Context: an optimization exercise on an open-source flow, tuned for small area and a short achievable clock period. The choices shown serve that exercise and are no tape-out recipe. The RTL was checked by simulation tests, not by an equivalence proof against the original design. Power figures rest on the tool's default switching activity, not on a simulated workload.

## flow/design.v (module list and top-level ports; edited modules follow where they fit)
// module pipelined_4stage: 118 lines
// module alu_id: 24 lines
// module alu_ex: 1258 lines
// module add18: 136 lines
// module addpg14: 111 lines
// module pfx: 11 lines
// module pfx_g: 8 lines
// module booth_enc: 14 lines
// module cmp_bit: 9 lines
// module cmp_node: 11 lines
// module cmp_top: 8 lines
// module booth_ppi: 14 lines
// module bit_or: 7 lines
// module fa: 10 lines
// module ha: 9 lines
// module booth_pp: 12 lines
// module booth_sel: 9 lines
// module bit_xor: 7 lines
// module rf_hold: 9 lines
// module rf_dec: 17 lines
// module rf_read16: 14 lines
module pipelined_4stage(clk, rst, imem_addr, imem_data, aluout);
  // ...
==> flow/run.sh <==
#!/bin/bash
# synth_recipe.tcl (not shown) runs the flow's synth.tcl, then flattens the netlist and writes it again
# the make line also repeats each setting of config.mk as NAME=value (left out here)
make -C /OpenROAD-flow-scripts/flow DESIGN_CONFIG=/design/flow/config.mk WORK_HOME=/design/flow/orfs CLKGATE_MAP_FILE= SYNTH_SCRIPT=/design/flow/synth_recipe.tcl finish
==> flow/config.mk <==
export PLATFORM = sky130hd
export DESIGN_NAME = pipelined_4stage
export DESIGN_NICKNAME = pipelined_4stage
export VERILOG_FILES = /design/flow/design.v
export SDC_FILE = /design/flow/constraint.sdc
export NUM_CORES = 4
export LEC_CHECK = 0
export CAP_MARGIN = 20
export CORE_MARGIN = 2
export CORE_UTILIZATION = 35
export CTS_CLUSTER_DIAMETER = 90
export CTS_CLUSTER_SIZE = 20
export PLACE_DENSITY = 0.45
export SETUP_SLACK_MARGIN = 3.6
export SLEW_MARGIN = 20
export SYNTH_HIERARCHICAL = 1
==> flow/constraint.sdc <==
create_clock -name core_clock -period 8.0 [get_ports {clk}]
set_input_delay 1.6000 -clock core_clock [delete_from_list [all_inputs] [get_ports {clk}]]
set_output_delay 1.6000 -clock core_clock [all_outputs]
set_load 0.01 [all_outputs]
==> out/qor.yml, run 1 <==
status: "timing/DRC/antenna clean"
n_fill_cell: 17900
buf_share_pct: 4.99
drv_slew: 0
clock_path_buffers: 3
fin_setup_tns_ns: 0
syn_inst: 5988
largest_reg_flops: 1024
layout_setup_ws_ns: 3.48
n_clock_buffer: 86
cp_max_fo: 19
pg_seq_mw: 6.39
r2r-start: "wb_waddr[0]$_SDFF_PP0_"
reg_top3: "regdata (1024), ex_a (32), ex_b (32)"
largest_class: "multi-input combinational cells"
yosys_warnings: 10
die_h_um: 433
path_delay_family: "simple AND/OR/NAND/NOR gates"
crit_type: "in -> reg"
crit_buf_inv: 4
seq-cell-share_pct: 33.9
end_kind: "register"
pg_clk_mw: 4.56
ios: 76
final_area_mm2: 0.0716
p_switching_mw: 3.71
hold_end: "wb_waddr[4]$_SDFF_PP0_"
multi_input_area_share_pct: 52.8
initialDrtViolationCount: 8568
powerDensity_mw_per_mm2: 172
internal_power_mw: 8.62
layout_commonest_cell: "a22o_1"
clkLatencyLatePin_ns: 0.77
start_kind: "primary input"
cp_common_cell: "buf_4"
wl_met3_um: 43900
slew_headroom_pct: 14.6
placed_area_mm2: 0.0681
period_share_pct: 56.4
clk_pin_slew_ns: 0.08
dp_hpwl_um: 230000
worstPathRequired_ns: 8.62
==> run 2: changes to the inputs <==
--- a/flow/config.mk
+++ b/flow/config.mk
@@ -11,6 +11,6 @@
 export CTS_CLUSTER_DIAMETER = 90
 export CTS_CLUSTER_SIZE = 20
 export PLACE_DENSITY = 0.45
-export SETUP_SLACK_MARGIN = 3.6
+export SETUP_SLACK_MARGIN = 3.8
 export SLEW_MARGIN = 20
 export SYNTH_HIERARCHICAL = 1
==> out/qor.yml, run 2 <==
crit_type: "in -> reg"  # unchanged
powerDensity_mw_per_mm2: 169  # was 172 mW/mm²
top_register: "regdata"  # unchanged
track_usage_pct: 35.9  # was 36.0%
layout-drive-gt1-share_pct: 14.2  # was 12.0%
peakVddDrop_v: 0.000176  # was 0.000169 V
fmax_mhz: 231  # was 221 MHz
ctsHtreeMaxLevel: 3  # unchanged
pwr-share-comb_pct: 11.4  # was 11.2%
layout_commonest_cell: "a22o_1"  # unchanged
netlist_area_mm2: 0.0643  # unchanged
placed_area_mm2: 0.0680  # was 0.0681 mm²
pwr-share-seq_pct: 52.0  # was 51.8%
cts_tree: "built"  # unchanged
status: "timing/DRC/antenna clean"  # unchanged
initialDrtViolationCount: 8642  # was 8568
endpoint: "ex_one[9]$_DFF_P_"  # unchanged
stdcell_count: 8693  # was 8643
yosys_warnings: 10  # unchanged
maxCapViolCount: 0  # unchanged
rr_endpoint: "wb_ph[13]$_SDFF_PP0_"  # was ex_one[2]$_DFF_P_
slew_headroom_pct: 16.8  # was 14.6%
slowest_stage: "nor4_4"  # was clkdlybuf4s50_1
clkLatencyLatePin_ns: 0.78  # was 0.77 ns
syn_avg_cell_area_um2: 10.7  # unchanged
cts_buffers: 80  # was 82
die_h_um: 433  # unchanged
fin_nets: 6556  # was 6508
drc: 0  # unchanged
fin_setup_tns_ns: 0  # unchanged
final_util_pct: 39.7  # was 39.2%
ant_nets: 0  # unchanged
grt_pass1_wl_um: 473000  # was 475000 µm
hp-class: "reg -> reg"  # unchanged
cpPeakStageDelay_ns: 0.54  # was 0.50 ns
portBuffers: 75  # unchanged
fp-row-count: 157  # unchanged
cts_root_buf: "clkbuf_16"  # unchanged
drv_slew: 0  # unchanged
core_mm2: 0.183  # unchanged
power_mw: 12.3  # about the same
power_leakage_nw: 31.9  # was 31.6 nW
viasPerCell: 6.83  # was 6.85
cp_common_cell: "buf_4"  # unchanged
start_kind: "primary input"  # unchanged
min_period_ns: 4.34  # was 4.52 ns
rr_worst_depth: 11  # was 10
cp-startpoint: "imem_data[18]"  # was imem_data[20]
ios: 76  # unchanged
die-area_mm2: 0.187  # unchanged
cp.arrival_ns: 4.98  # was 5.14 ns
start_util_pct: 35.2  # unchanged
drt-pass1-iter-count: 9  # unchanged
worstPathRequired_ns: 8.64  # was 8.62 ns
reg_top3: "regdata (1024), ex_a (32), ex_b (32)"  # unchanged
clkSinkCount: 1208  # unchanged
grt_max_degree: 65  # unchanged
clock_path_buffers: 3  # unchanged
syn2layout_area_growth_pct: 13.0  # was 11.4%
worstMarginPinSlew_ns: 1.25  # was 1.28 ns
end_kind: "register"  # unchanged
final_cell_mix: "a22o_1, dfxtp_1, a22oi_1"  # unchanged
p_switching_mw: 3.69  # was 3.71 mW
r2r_slack_ns: 3.71  # was 3.62 ns
gp_congestion: 0.973  # was 1.03
largest_reg_flops: 1024  # unchanged
internal_power_mw: 8.58  # was 8.62 mW
clk_pin_slew_ns: 0.08  # about the same
setup_viol: 0  # unchanged
hold_viol: 0  # unchanged
syn_inst: 5988  # unchanged
grt_overflow_total: 0  # unchanged
period_share_pct: 54.2  # was 56.4%
wl_um: 351000  # about the same
wire_per_inst_um: 40.3  # was 40.6 µm
dp_hpwl_um: 224000  # was 230000 µm
clkPwrFrac_pct: 36.6  # was 37.0%
rsz0062_at_grt: "true"  # unchanged
final_area_mm2: 0.0726  # was 0.0716 mm²
swShare_pct: 30.1  # about the same
antenna_found_initial: 28  # was 19
vias: 59400  # was 59.2k
cp_max_fo: 16  # was 19
grt_pass1_vias: 56000  # was 55.9k
place_inst: 8478  # was 8504
fp.dieW_um: 433  # unchanged
r2r-start: "ex_one[3]$_DFF_P_"  # was wb_waddr[0]$_SDFF_PP0_
skew_ns: 0.0570  # was 0.0585 ns
crit_chain: "clkdlybuf4s50_1 -> buf_12 -> buf_4 -> nor3b_2 -> and3_1 -> buf_4 -> a22oi_1 -> nand4_1 -> nor4_4 -> nand2_1 -> xor2_1 -> and2_1"  # was clkdlybuf4s50_1 -> buf_12 -> and3b_1 -> and3_1 -> buf_4 -> a22oi_1 -> nand4_1 -> nor4_2 -> buf_4 -> nand2_1 -> xor2_1 -> and2_1
[run 2: worst max-delay path, delay by kind of cell]
family          cells  cell delay, ns
compound gates      1            0.21
simple gates        6            1.82
buf+inv             4            1.11
xor+xnor            1            0.21
[run 2: layer usage]
metal  vias to the layer above  GRT usage (%)  wire [µm]
li1                      24200              -          -
met1                     29900           47.2     142000
met2                      4209           52.4     147000
met3                      1032           12.1      42100
met4                        26           16.9      19400
met5                         -          0.729        336
[run 2: repair_timing]
action / 4_1_cts / 5_1_grt
gates cloned: 4 / 3
buffers inserted: 31 / 47
hold buffers: 0 / 0
resized for setup: 220 / 152
endpoints found under the setup margin: 140 / 73
pin swaps: 32 / 51
[run 2: power groups by stage]
stage	Clock [mW]	Sequential [mW]	Combinational, mW
after CTS	4.52	6.38	1.32
after floorplan	0	6.45	0.647
after global routing	4.72	6.40	1.43
final	4.49	6.38	1.40
after detailed placement	0	6.53	1.28
after global placement	0	6.53	1.27
[run 2: through the flow]
| stage | hold WS (ns) | worst slack, ns |
|---|---|---|
| 6_report | 0.434 | 3.66 |
| 5_1_grt | 0.454 | 3.61 |
| 4_1_cts | 0.435 | 3.65 |
| 3_5_place_dp | 0.413 | 1.92 |
| 3_3_place_gp | 0.412 | 1.88 |
| 2_1_floorplan | 0.406 | 3.53 |
[run 2: worst min-delay path by stage]
stage	startpoint	to	slack, ns	cells past startpoint
floorplan	ex_waddr[0]$_SDFF_PP0_	wb_waddr[0]$_SDFF_PP0_	0.41	1
global placement	ex_waddr[0]$_SDFF_PP0_	wb_waddr[0]$_SDFF_PP0_	0.41	1
detailed placement	ex_waddr[1]$_SDFF_PP0_	wb_waddr[1]$_SDFF_PP0_	0.41	1
CTS	ex_waddr[1]$_SDFF_PP0_	wb_waddr[1]$_SDFF_PP0_	0.44	1
global route	ex_waddr[2]$_SDFF_PP0_	wb_waddr[2]$_SDFF_PP0_	0.45	1
finish	ex_waddr[1]$_SDFF_PP0_	wb_waddr[1]$_SDFF_PP0_	0.43	1
[run 2: layout make-up]
cell class                      instances  area (µm²)
Antenna cell                           11        27.5
Multi-Input combinational cell       4371       38200
Timing Repair Buffer                  442        4160
Sequential cell                      1208       24400
Fill cell                           17700      110000
Inverter                               80         300
Tap cell                             2464        3080
Clock buffer                           86        2080
Clock inverter                         31         397
==> run 3: changes to the inputs <==
--- a/flow/config.mk
+++ b/flow/config.mk
@@ -11,6 +11,6 @@
 export CTS_CLUSTER_DIAMETER = 90
 export CTS_CLUSTER_SIZE = 20
 export PLACE_DENSITY = 0.45
-export SETUP_SLACK_MARGIN = 3.8
+export SETUP_SLACK_MARGIN = 4.0
 export SLEW_MARGIN = 20
 export SYNTH_HIERARCHICAL = 1
==> out/qor.yml, run 3 <==
clkSinkCount: 1208  # unchanged
top_register: "regdata"  # unchanged
grt_pass1_vias: 55700  # was 56.0k
wire_per_inst_um: 40.6  # was 40.3 µm
wl_um: 354000  # was 351000 µm
grt_overflow_total: 0  # unchanged
clock_path_buffers: 3  # unchanged
worstMarginPinSlew_ns: 1.30  # was 1.25 ns
netlist_area_mm2: 0.0643  # unchanged
r2r-start: "ex_one[0]$_DFF_P_"  # was ex_one[3]$_DFF_P_
path_delay_family: "adder cells"  # was simple AND/OR/NAND/NOR gates
layout-drive-gt1-share_pct: 15.0  # was 14.2%
fp.dieW_um: 433  # unchanged
cpPeakStageDelay_ns: 0.59  # was 0.54 ns
drt-pass1-iter-count: 9  # unchanged
track_usage_pct: 36.3  # was 35.9%
setup_viol: 0  # unchanged
layout_commonest_cell: "a22o_1"  # unchanged
reg_top3: "regdata (1024), ex_a (32), ex_b (32)"  # unchanged
clk_pin_slew_ns: 0.09  # was 0.08 ns
power_leakage_nw: 32.1  # was 31.9 nW
rr_endpoint: "wb_c$_SDFF_PP0_"  # was wb_ph[13]$_SDFF_PP0_
start_kind: "register"  # was primary input
cts_buffers: 83  # was 80
hp-class: "reg -> reg"  # unchanged
rr_worst_depth: 14  # was 11
maxCapViolCount: 0  # unchanged
cp.arrival_ns: 4.97  # was 4.98 ns
ctsHtreeMaxLevel: 3  # unchanged
grt_pass1_wl_um: 476000  # was 473000 µm
yosys_warnings: 10  # unchanged
end_kind: "register"  # unchanged
slowest_stage: "fa_1"  # was nor4_4
fin_nets: 6568  # was 6556
drc: 0  # unchanged
place_inst: 8455  # was 8478
slew_headroom_pct: 13.6  # was 16.8%
crit_type: "reg -> reg"  # was in -> reg
worst-path-stages: 14  # was 12
min_period_ns: 4.32  # was 4.34 ns
viasPerCell: 6.86  # was 6.83
syn2layout_area_growth_pct: 13.7  # was 13.0%
antenna_found_initial: 21  # was 28
start_util_pct: 35.2  # unchanged
cp_max_fo: 32  # was 16
ant_nets: 0  # unchanged
gp_congestion: 0.990  # was 0.973
initialDrtViolationCount: 8726  # was 8642
ios: 76  # unchanged
fin_setup_tns_ns: 0  # unchanged
syn_avg_cell_area_um2: 10.7  # unchanged
rsz0062_at_grt: "true"  # unchanged
final_cell_mix: "a22o_1, dfxtp_1, a22oi_1"  # unchanged
largest_reg_flops: 1024  # unchanged
cp-startpoint: "ex_one[0]$_DFF_P_"  # was imem_data[18]
hold_viol: 0  # unchanged
cts_root_buf: "clkbuf_16"  # unchanged
cts_hold_buf: 0  # unchanged
skew_ns: 0.0489  # was 0.0570 ns
hold_ws_ns: 0.428  # was 0.434 ns
worstPathRequired_ns: 8.65  # was 8.64 ns
period_share_pct: 54.1  # was 54.2%
stdcell_count: 8715  # was 8693
core_mm2: 0.183  # unchanged
dp_hpwl_um: 223000  # was 224000 µm
status: "timing/DRC/antenna clean"  # unchanged
crit_chain: "buf_12 -> a22o_1 -> xor2_1 -> or2_1 -> ha_1 -> fa_1 -> fa_1 -> fa_1 -> ha_4 -> and2_1 -> a21o_1 -> a21o_1 -> a21o_2 -> and2_1"  # was clkdlybuf4s50_1 -> buf_12 -> buf_4 -> nor3b_2 -> and3_1 -> buf_4 -> a22oi_1 -> nand4_1 -> nor4_4 -> nand2_1 -> xor2_1 -> and2_1
vias: 59800  # was 59.4k
syn_inst: 5988  # unchanged
portBuffers: 75  # unchanged
drv_slew: 0  # unchanged
powerDensity_mw_per_mm2: 171  # was 169 mW/mm²
cts_tree: "built"  # unchanged
cp_common_cell: "fa_1"  # was buf_4
grt_max_degree: 66  # was 65
die-area_mm2: 0.187  # unchanged
fmax_mhz: 231  # about the same
layout_setup_ws_ns: 3.68  # was 3.66 ns
place_ws_ns: 1.70  # was 1.92 ns
clkLatencyLatePin_ns: 0.77  # was 0.78 ns
fp-row-count: 157  # unchanged
r2r_slack_ns: 3.68  # was 3.71 ns
die_h_um: 433  # unchanged
crit_buf_inv: 1  # was 4
peakVddDrop_v: 0.000175  # was 0.000176 V
endpoint: "wb_c$_SDFF_PP0_"  # was ex_one[9]$_DFF_P_
## run 3: metal layers
layer	global-route usage [%]	vias up	part of all wire, %
li1	-	24300	-
met3	10.1	997	11
met4	18.6	18	6.0
met5	0.651	-	0.079
met2	53.2	4126	42
met1	48.3	30400	41
## run 3: stage by stage
step	instance area [µm²]	total power, mW	utilization [%]
final	73100	12.5	40.0
after global routing	73100	12.8	40.0
after CTS	72200	12.4	39.5
after detailed placement	67900	7.80	37.1
after global placement	67800	7.80	37.1
after floorplan	64400	7.09	-
## run 3: repair_timing
item,in CTS,in global routing
endpoints found under the hold margin,0,0
pin swaps,16,34
setup buffers,75,39
gates cloned,1,3
resized for setup,226,105
endpoints found under the setup margin,162,108
## run 3: layout make-up
type | count | area, µm²
inverter | 80 | 300
sequential | 1208 | 24400
multi-input combinational | 4371 | 38200
fill | 17700 | 110000
antenna | 8 | 20.0
timing repair buffer | 451 | 4340
tap | 2464 | 3080
clock buffer | 94 | 2200
clock inverter | 39 | 498
## run 3: worst min path at each step
stage / startpoint / end / slack (ns) / cells past startpoint
after global routing: ex_waddr[0]$_SDFF_PP0_ / wb_waddr[0]$_SDFF_PP0_ / 0.45 / 1
after floorplan: ex_waddr[0]$_SDFF_PP0_ / wb_waddr[0]$_SDFF_PP0_ / 0.41 / 1
final: ex_waddr[1]$_SDFF_PP0_ / wb_waddr[1]$_SDFF_PP0_ / 0.43 / 1
after global placement: ex_waddr[1]$_SDFF_PP0_ / wb_waddr[1]$_SDFF_PP0_ / 0.41 / 1
after CTS: ex_waddr[1]$_SDFF_PP0_ / wb_waddr[1]$_SDFF_PP0_ / 0.42 / 1
after detailed placement: ex_waddr[1]$_SDFF_PP0_ / wb_waddr[1]$_SDFF_PP0_ / 0.41 / 1
## run 3: worst reg2reg max path: cells and delay by family (launching register included)
| family | cells | cell delay [ns] |
|---|---|---|
| fa+ha+maj | 5 | 2.08 |
| simple gates | 3 | 0.55 |
| compound gates | 4 | 0.95 |
| xor+xnor | 1 | 0.13 |
| flops | 1 | 0.34 |
| buf+inv | 1 | 0.16 |
## run 3: where the power goes
| group | total (mW) | leakage [nW] | switching [mW] | internal, mW |
|---|---|---|---|---|
| clock network | 4.72 | 1.32 | 2.54 | 2.18 |
| logic | 1.40 | 21.0 | 0.982 | 0.417 |
| registers | 6.38 | 9.82 | 0.214 | 6.17 |
==> run 4: changes to the inputs <==
--- a/flow/config.mk
+++ b/flow/config.mk
@@ -7,10 +7,10 @@
 export LEC_CHECK = 0
 export CAP_MARGIN = 20
 export CORE_MARGIN = 2
-export CORE_UTILIZATION = 35
+export CORE_UTILIZATION = 40
 export CTS_CLUSTER_DIAMETER = 90
 export CTS_CLUSTER_SIZE = 20
-export PLACE_DENSITY = 0.45
-export SETUP_SLACK_MARGIN = 4.0
+export PLACE_DENSITY = 0.55
+export SETUP_SLACK_MARGIN = 3.8
 export SLEW_MARGIN = 20
 export SYNTH_HIERARCHICAL = 1
==> out/qor.yml, run 4 <==
cts_hold_buf: 0  # unchanged
grt_overflow_total: 0  # unchanged
final_cell_mix: "a22o_1, dfxtp_1, a22oi_1"  # unchanged
period_share_pct: 54.4  # was 54.1%
final_area_mm2: 0.0718  # was 0.0731 mm²
grt_pass1_vias: 56600  # was 55.7k
p_switching_mw: 3.52  # was 3.74 mW
die_h_um: 405  # was 433 µm
drt-pass1-iter-count: 11  # was 9
swShare_pct: 29.4  # was 29.9%
crit_type: "in -> reg"  # was reg -> reg
hold_viol: 0  # unchanged
grt_max_degree: 65  # was 66
viasPerCell: 7.26  # was 6.86
powerDensity_mw_per_mm2: 167  # was 171 mW/mm²
die-area_mm2: 0.164  # was 0.187 mm²
multi_input_area_mm2: 0.0381  # was 0.0382 mm²
pwr-share-comb_pct: 11.6  # was 11.2%
power_leakage_nw: 31.7  # was 32.1 nW
peakVddDrop_v: 0.000185  # was 0.000175 V
wire_per_inst_um: 40.4  # was 40.6 µm
pwr-share-seq_pct: 53.4  # was 51.1%
setup_viol: 0  # unchanged
yosys_warnings: 10  # unchanged
drc: 0  # unchanged
reg_top3: "regdata (1024), ex_a (32), ex_b (32)"  # unchanged
wl_um: 336000  # was 354000 µm
gp_congestion: 1.03  # was 0.990
clkSinkCount: 1208  # unchanged
fp.dieW_um: 405  # was 433 µm
placed_area_mm2: 0.0674  # was 0.0679 mm²
cpPeakStageDelay_ns: 0.85  # was 0.59 ns
internal_power_mw: 8.44  # was 8.76 mW
skew_ns: 0.0514  # was 0.0489 ns
drv_slew: 0  # unchanged
rsz0062_at_grt: "true"  # unchanged
fin_nets: 6559  # was 6568
clk_pin_slew_ns: 0.08  # was 0.09 ns
netlist_area_mm2: 0.0643  # unchanged
antenna_found_initial: 18  # was 21
initialDrtViolationCount: 9860  # was 8726
start_kind: "primary input"  # was register
ant_nets: 0  # unchanged
track_usage_pct: 39.2  # was 36.3%
worstMarginPinSlew_ns: 1.32  # was 1.30 ns
crit_buf_inv: 2  # was 1
core_mm2: 0.160  # was 0.183 mm²
cts_root_buf: "clkbuf_16"  # unchanged
start_util_pct: 40.2  # was 35.2%
largest_reg_flops: 1024  # unchanged
final-seq-area_mm2: 0.0244  # about the same
cp_max_fo: 18  # was 32
portBuffers: 75  # unchanged
crit_chain: "dlygate4sd2_1 -> nor3b_2 -> and3_1 -> buf_4 -> a22oi_1 -> nand4_1 -> nor4_2 -> nand2_1"  # was buf_12 -> a22o_1 -> xor2_1 -> or2_1 -> ha_1 -> fa_1 -> fa_1 -> fa_1 -> ha_4 -> and2_1 -> a21o_1 -> a21o_1 -> a21o_2 -> and2_1
top_register: "regdata"  # unchanged
status: "timing/DRC/antenna clean"  # unchanged
clkPwrFrac_pct: 35.0  # was 37.7%
slowest_stage: "dlygate4sd2_1"  # was fa_1
worstPathRequired_ns: 8.55  # was 8.65 ns
end_kind: "register"  # unchanged
cts_buffers: 76  # was 83
clock_path_buffers: 3  # unchanged
layout-drive-gt1-share_pct: 13.8  # was 15.0%
ios: 76  # unchanged
syn_inst: 5988  # unchanged
vias: 60300  # was 59.8k
cp.arrival_ns: 4.90  # was 4.97 ns
min_period_ns: 4.35  # was 4.32 ns
dp_hpwl_um: 213000  # was 223000 µm
clkLatencyLatePin_ns: 0.74  # was 0.77 ns
syn2layout_area_growth_pct: 11.7  # was 13.7%
fp-row-count: 147  # was 157
hp-class: "reg -> reg"  # unchanged
slew_headroom_pct: 12.3  # was 13.6%
n_fill_cell: 15000  # was 17.7k
fin_setup_tns_ns: 0  # unchanged
layout_commonest_cell: "a22o_1"  # unchanged
syn_avg_cell_area_um2: 10.7  # unchanged
ctsHtreeMaxLevel: 3  # unchanged
fmax_mhz: 230  # was 231 MHz
grt_pass1_wl_um: 455000  # was 476000 µm
path_delay_family: "simple AND/OR/NAND/NOR gates"  # was adder cells
cts_tree: "built"  # unchanged
maxCapViolCount: 0  # unchanged
run 4: path summary, 6_finish.rpt:
path                                                to  slack (ns)  depth (start not counted)              startpoint
worst max-delay path                  ex_a[20]$_DFF_P_        3.65                          8           imem_data[24]
worst min-delay path            wb_waddr[2]$_SDFF_PP0_        0.43                          1  ex_waddr[2]$_SDFF_PP0_
worst max register to register    wb_ph[13]$_SDFF_PP0_        3.69                         10        ex_a[19]$_DFF_P_
worst min register to register  wb_waddr[2]$_SDFF_PP0_        0.43                          1  ex_waddr[2]$_SDFF_PP0_
run 4: stage by stage:
step | power, mW | util (%) | setup WS [ns] | hold WS [ns] | cells
final | 12.0 | 44.9 | 3.65 | 0.431 | 8299
after global routing | 12.2 | 44.9 | 3.60 | 0.455 | 8294
after CTS | 11.8 | 44.2 | 3.64 | 0.430 | 8241
after detailed placement | 7.77 | 42.1 | 2.08 | 0.414 | 8101
after global placement | 7.76 | 42.1 | 1.82 | 0.412 | 8101
after floorplan | 7.10 | - | 3.53 | 0.406 | 6005
run 4: metal layers:
layer	vias to the layer above	GRT usage, %	part of all wire, %
li1	24200	-	-
met1	30000	51.6	39
met2	4842	55.2	40
met3	1217	15.1	14
met4	22	19.9	6.6
met5	-	0	0.041
run 4: worst reg2reg max path: cells and delay by family (launching register included):
kind,cells,cell delay (ns)
adders and majority gates,7,3.07
DFF,1,0.60
and+or+nand+nor,1,0.14
AOI/OAI and AO/OA,1,0.22
xor gates and xnor gates,1,0.20
run 4: final cells by class:
class | count | area share, %
clock buffer | 81 | 2.72
timing repair buffer | 449 | 5.77
multi-input combinational | 4371 | 53.1
tap | 2086 | 3.64
sequential | 1208 | 34.0
antenna | 6 | 0.0209
clock inverter | 18 | 0.378
inverter | 80 | 0.429
run 4: repair_timing:
| action | in CTS | in global routing |
|---|---|---|
| cloned | 5 | 5 |
| buffers inserted | 36 | 47 |
| gates resized for setup | 200 | 150 |
| pin swaps | 12 | 68 |
| endpoints found under the setup margin | 157 | 104 |
run 4: power groups by stage:
stage / sequential (mW) / clock (mW) / combinational, mW
after CTS: 6.38 / 4.16 / 1.28
after global routing: 6.41 / 4.39 / 1.40
final: 6.39 / 4.19 / 1.39
after detailed placement: 6.53 / 0 / 1.24
after floorplan: 6.45 / 0 / 0.647
after global placement: 6.53 / 0 / 1.23
==> run 5: changes to the inputs <==
--- a/flow/config.mk
+++ b/flow/config.mk
@@ -11,6 +11,6 @@
 export CTS_CLUSTER_DIAMETER = 90
 export CTS_CLUSTER_SIZE = 20
 export PLACE_DENSITY = 0.55
-export SETUP_SLACK_MARGIN = 3.8
+export SETUP_SLACK_MARGIN = 4.2
 export SLEW_MARGIN = 20
 export SYNTH_HIERARCHICAL = 1
==> out/qor.yml, run 5 <==
gp_congestion: 1.02  # was 1.03
multi_input_area_mm2: 0.0387  # was 0.0381 mm²
hold_ws_ns: 0.433  # was 0.431 ns
grt_pass1_wl_um: 467000  # was 455000 µm
dp_hpwl_um: 214000  # was 213000 µm
n_fill_cell: 14800  # was 15.0k
ant_nets: 0  # unchanged
antenna_found_initial: 22  # was 18
final_cell_mix: "a22o_1, dfxtp_1, a22oi_1"  # unchanged
drc: 0  # unchanged
ctsHtreeMaxLevel: 3  # unchanged
initialDrtViolationCount: 9916  # was 9860
syn_avg_cell_area_um2: 10.7  # unchanged
period_share_pct: 53.4  # was 54.4%
core_mm2: 0.160  # unchanged
largest_reg_flops: 1024  # unchanged
die_h_um: 405  # unchanged
grt_overflow_total: 0  # unchanged
crit_buf_inv: 1  # was 2
track_usage_pct: 40.3  # was 39.2%
cts_tree: "built"  # unchanged
power_leakage_nw: 32.4  # was 31.7 nW
place_ws_ns: 1.88  # was 2.08 ns
final-seq-area_mm2: 0.0244  # about the same
slew_headroom_pct: 19.5  # was 12.3%
clock_path_buffers: 3  # unchanged
final_util_pct: 46.0  # was 44.9%
rsz0062_at_grt: "true"  # unchanged
syn2layout_area_growth_pct: 14.5  # was 11.7%
min_period_ns: 4.27  # was 4.35 ns
clk_pin_slew_ns: 0.09  # was 0.08 ns
worstPathRequired_ns: 8.60  # was 8.55 ns
fp-row-count: 147  # unchanged
setup_viol: 0  # unchanged
fmax_mhz: 234  # was 230 MHz
end_kind: "register"  # unchanged
power_mw: 12.1  # was 12.0 mW
place_inst: 8074  # was 8101
powerDensity_mw_per_mm2: 164  # was 167 mW/mm²
slowest_stage: "fa_1"  # was dlygate4sd2_1
wl_um: 345000  # was 336000 µm
grt_max_degree: 66  # was 65
cts_root_buf: "clkbuf_16"  # unchanged
crit_chain: "buf_12 -> a22o_1 -> xor2_1 -> fa_1 -> fa_1 -> fa_1 -> fa_2 -> fa_1 -> fa_1 -> ha_1 -> and2_1"  # was dlygate4sd2_1 -> nor3b_2 -> and3_1 -> buf_4 -> a22oi_1 -> nand4_1 -> nor4_2 -> nand2_1
yosys_warnings: 10  # unchanged
layout-drive-gt1-share_pct: 17.2  # was 13.8%
fin_setup_tns_ns: 0  # unchanged
grt_pass1_vias: 56900  # was 56.6k
cpPeakStageDelay_ns: 0.52  # was 0.85 ns
netlist_area_mm2: 0.0643  # unchanged
die-area_mm2: 0.164  # unchanged
drt-pass1-iter-count: 9  # was 11
syn_inst: 5988  # unchanged
vias: 61200  # was 60.3k
layout_setup_ws_ns: 3.73  # was 3.65 ns
layout_commonest_cell: "a22o_1"  # unchanged
worstMarginPinSlew_ns: 1.21  # was 1.32 ns
hold_viol: 0  # unchanged
peakVddDrop_v: 0.000151  # was 0.000185 V
cts_buffers: 76  # unchanged
cp.arrival_ns: 4.87  # was 4.90 ns
viasPerCell: 7.27  # was 7.26
fp.dieW_um: 405  # unchanged
clkSinkCount: 1208  # unchanged
hp-class: "reg -> reg"  # unchanged
stdcell_count: 8416  # was 8299
placed_area_mm2: 0.0674  # about the same
status: "timing/DRC/antenna clean"  # unchanged
cp_common_cell: "fa_1"
crit_type: "reg -> reg"  # was in -> reg
reg_top3: "regdata (1024), ex_a (32), ex_b (32)"  # unchanged
fin_nets: 6662  # was 6559
skew_ns: 0.0507  # was 0.0514 ns
portBuffers: 75  # unchanged
wire_per_inst_um: 41.0  # was 40.4 µm
maxCapViolCount: 0  # unchanged
path_delay_family: "adder cells"  # was simple AND/OR/NAND/NOR gates
clkLatencyLatePin_ns: 0.73  # was 0.74 ns
ios: 76  # unchanged
drv_slew: 0  # unchanged
final_area_mm2: 0.0736  # was 0.0718 mm²
cp_max_fo: 7  # was 18
cts_hold_buf: 0  # unchanged
start_kind: "register"  # was primary input
top_register: "regdata"  # unchanged
start_util_pct: 40.2  # unchanged
-- run 5: worst paths after layout --
path / from / to / slack [ns] / depth (start not counted)
worst min register to register: ex_waddr[4]$_SDFF_PP0_ / wb_waddr[4]$_SDFF_PP0_ / 0.43 / 1
worst min-delay path: ex_waddr[4]$_SDFF_PP0_ / wb_waddr[4]$_SDFF_PP0_ / 0.43 / 1
worst max register to register: ex_one[3]$_DFF_P_ / wb_ph[12]$_SDFF_PP0_ / 3.73 / 11
worst max-delay path: ex_one[3]$_DFF_P_ / wb_ph[12]$_SDFF_PP0_ / 3.73 / 11
-- run 5: layout make-up --
cell class	count	share of cell area, %
flip-flops and latches	1208	33.2
clock inverters	19	0.360
multi-input cells	4371	52.6
diodes	11	0.0374
clock buffers	89	2.75
repair buffers	552	7.12
well taps	2086	3.54
inverters	80	0.408
-- run 5: report_power, final --
part           switching (mW)  internal [mW]  leakage [nW]
sequential              0.224           6.17          9.82
clock                    2.33           1.91          1.11
combinational           0.996          0.450          21.5
total                    3.55           8.52          32.4
-- run 5: per-layer routing --
metal | track usage [%] | vias up | share of wire [%]
met5 | 0.238 | - | 0.041
met4 | 22.2 | 18 | 6.8
met3 | 15.3 | 1287 | 14
met2 | 56.8 | 4985 | 40
met1 | 52.6 | 30500 | 39
li1 | - | 24400 | -
-- run 5: repair_timing --
| action | 4_1_cts | 5_1_grt |
|---|---|---|
| endpoints found under the hold margin | 0 | 0 |
| setup endpoints to repair | 163 | 119 |
| setup buffers | 149 | 70 |
| gates cloned | 1 | 1 |
| resized for setup | 289 | 182 |
| pin swaps | 63 | 91 |
==> run 6: changes to the inputs <==
--- a/flow/config.mk
+++ b/flow/config.mk
@@ -11,6 +11,6 @@
 export CTS_CLUSTER_DIAMETER = 90
 export CTS_CLUSTER_SIZE = 20
 export PLACE_DENSITY = 0.55
-export SETUP_SLACK_MARGIN = 4.2
+export SETUP_SLACK_MARGIN = 4.0
 export SLEW_MARGIN = 20
 export SYNTH_HIERARCHICAL = 1
==> out/qor.yml, run 6 <==
track_usage_pct: 38.7  # was 40.3%
clk_pin_slew_ns: 0.08  # was 0.09 ns
period_share_pct: 54.4  # was 53.4%
fin_nets: 6577  # was 6662
status: "timing/DRC/antenna clean"  # unchanged
wire_per_inst_um: 39.8  # was 41.0 µm
cpPeakStageDelay_ns: 0.55  # was 0.52 ns
power_leakage_nw: 32.0  # was 32.4 nW
netlist_area_mm2: 0.0643  # unchanged
fp-row-count: 147  # unchanged
final_cell_mix: "a22o_1, dfxtp_1, a22oi_1"  # unchanged
grt_overflow_total: 0  # unchanged
worstPathRequired_ns: 8.65  # was 8.60 ns
syn_inst: 5988  # unchanged
clkSinkCount: 1208  # unchanged
powerDensity_mw_per_mm2: 167  # was 164 mW/mm²
die-area_mm2: 0.164  # unchanged
drv_slew: 0  # unchanged
yosys_warnings: 10  # unchanged
placed_area_mm2: 0.0673  # was 0.0674 mm²
ios: 76  # unchanged
syn_avg_cell_area_um2: 10.7  # unchanged
ant_nets: 0  # unchanged
skew_ns: 0.0638  # was 0.0507 ns
core_mm2: 0.160  # unchanged
power_mw: 12.1  # about the same
cp.arrival_ns: 5.00  # was 4.87 ns
grt_pass1_wl_um: 452000  # was 467000 µm
crit_type: "reg -> reg"  # unchanged
drc: 0  # unchanged
grt_pass1_vias: 56700  # was 56.9k
antenna_found_initial: 19  # was 22
end_kind: "register"  # unchanged
cts_tree: "built"  # unchanged
final_area_mm2: 0.0723  # was 0.0736 mm²
hp-class: "reg -> reg"  # unchanged
drt-pass1-iter-count: 10  # was 9
fin_setup_tns_ns: 0  # unchanged
fp.dieW_um: 405  # unchanged
min_period_ns: 4.35  # was 4.27 ns
clkLatencyLatePin_ns: 0.75  # was 0.73 ns
top_register: "regdata"  # unchanged
setup_viol: 0  # unchanged
place_inst: 8072  # was 8074
die_h_um: 405  # unchanged
vias: 60400  # was 61.2k
reg_top3: "regdata (1024), ex_a (32), ex_b (32)"  # unchanged
slew_headroom_pct: 21.1  # was 19.5%
hold_viol: 0  # unchanged
portBuffers: 75  # unchanged
viasPerCell: 7.26  # was 7.27
rr_worst_depth: 13  # was 11
peakVddDrop_v: 0.000148  # was 0.000151 V
start_kind: "register"  # unchanged
dp_hpwl_um: 204000  # was 214000 µm
slowest_stage: "fa_1"  # unchanged
clock_path_buffers: 3  # unchanged
holdPathStages: 1  # unchanged
fmax_mhz: 230  # was 234 MHz
syn2layout_area_growth_pct: 12.4  # was 14.5%
worstMarginPinSlew_ns: 1.18  # was 1.21 ns
largest_reg_flops: 1024  # unchanged
layout-drive-gt1-share_pct: 14.5  # was 17.2%
crit_chain: "buf_12 -> a22o_1 -> xor2_1 -> fa_2 -> fa_2 -> fa_1 -> fa_1 -> ha_4 -> and2_1 -> and2_1 -> a21o_1 -> xor2_4 -> and2_4"  # was buf_12 -> a22o_1 -> xor2_1 -> fa_1 -> fa_1 -> fa_1 -> fa_2 -> fa_1 -> fa_1 -> ha_1 -> and2_1
stdcell_count: 8323  # was 8416
layout_commonest_cell: "a22o_1"  # unchanged
rsz0062_at_grt: "true"  # unchanged
cp_max_fo: 35  # was 7
wl_um: 331000  # was 345000 µm
cts_buffers: 78  # was 76
gp_congestion: 1.02  # about the same
ctsHtreeMaxLevel: 3  # unchanged
cts_root_buf: "clkbuf_16"  # unchanged
initialDrtViolationCount: 9742  # was 9916
grt_max_degree: 65  # was 66
maxCapViolCount: 0  # unchanged
start_util_pct: 40.2  # unchanged
-- run 6: cell count changes in the layout (fill, tap and decap cells not counted), sizes merged --
cell,delta
buf,-98
diode,-7
clkdlybuf4s50,+5
inv,+5
clkdlybuf4s15,+2
bufinv,-1
clkinv,+1
clkinvlp,-1
dlygate4sd2,+1
-- run 6: path summary, 6_finish.rpt --
check | start | to | slack, ns
worst min-delay path | ex_waddr[4]$_SDFF_PP0_ | wb_waddr[4]$_SDFF_PP0_ | 0.44
worst min register to register | ex_waddr[4]$_SDFF_PP0_ | wb_waddr[4]$_SDFF_PP0_ | 0.44
worst max-delay path | ex_a[0]$_DFF_P_ | wb_lo[17]$_SDFF_PP0_ | 3.65
worst max register to register | ex_a[0]$_DFF_P_ | wb_lo[17]$_SDFF_PP0_ | 3.65
-- run 6: worst max-delay path, delay by kind of cell, from the launching register on --
kind            cells  cell delay, ns
compound gates      2            0.43
flops               1            0.35
simple gates        3            0.54
xor+xnor            2            0.54
buf+inv             1            0.22
fa+ha+maj           5            2.12
-- run 6: what timing repair did --
action,in CTS,in global routing
buffers inserted,92,38
gates cloned,4,4
setup endpoints to repair,154,96
pin swaps,39,50
resized for setup,207,113
hold buffers,0,0
-- run 6: cell type report --
| class | instances | area, µm² |
|---|---|---|
| Antenna cell | 4 | 10.0 |
| Clock buffer | 86 | 2030 |
| Clock inverter | 23 | 320 |
| Fill cell | 14900 | 87700 |
| Inverter | 80 | 300 |
| Multi-Input combinational cell | 4371 | 38200 |
| Sequential cell | 1208 | 24400 |
| Tap cell | 2086 | 2610 |
| Timing Repair Buffer | 465 | 4400 |
-- run 6: per-stage QoR --
stage	worst slack, ns	util, %	hold WS, ns
after global placement	2.06	42.0	0.410
after CTS	3.70	44.6	0.445
final	3.65	45.2	0.441
after global routing	3.59	45.2	0.465
after floorplan	3.53	-	0.406
after detailed placement	2.05	42.0	0.415
-- run 6: report_power, final --
| group | switching (mW) | internal [mW] |
|---|---|---|
| Clock | 2.40 | 1.91 |
| Sequential | 0.215 | 6.17 |
| Combinational | 0.971 | 0.419 |
-- run 6: routing by layer --
metal	wire [µm]	global-route usage, %	up-vias
met1	125000	49.7	29700
met4	24600	22.2	34
met3	47900	14.8	1381
met5	347	1.25	-
li1	-	-	24200
met2	133000	54.8	5052

-- separate check: timing with driven ports --
Ports are ideal in the flow. The routed layouts listed here were re-timed in OpenROAD. Step 1 (the two cells are an assumption about what drives the block):
set clk [get_ports {clk}]
set_driving_cell -lib_cell sky130_fd_sc_hd__clkbuf_16 $clk
set_driving_cell -lib_cell sky130_fd_sc_hd__buf_2 [delete_from_list [all_inputs] $clk]
Step 2 also shifts input and output timing later by t, the mid clock arrival at the registers, as if the neighbouring blocks saw the same clock. a / b / c = ideal ports / drivers / drivers and shift; a / b = the first two.
run	t (ns)	setup slack, ns	worst setup path after step 2
run 1	0.831	3.485 / 3.515 / 2.684	input to register
run 2	0.851	3.663 / 3.598 / 2.747	input to register
run 3	0.837	3.676 / 3.676 / 3.036	input to register
run 4	0.809	3.648 / 3.691 / 2.881	input to register
run 5	0.803	3.729 / 3.729 / 3.281	input to register
run 6	0.814	3.650 / 3.650 / 3.111	input to register
After both steps setup and hold are still met in every run listed. The setup slack of run 2, which loses most, moves by -0.065 ns with the drivers and by -0.916 ns with both steps.
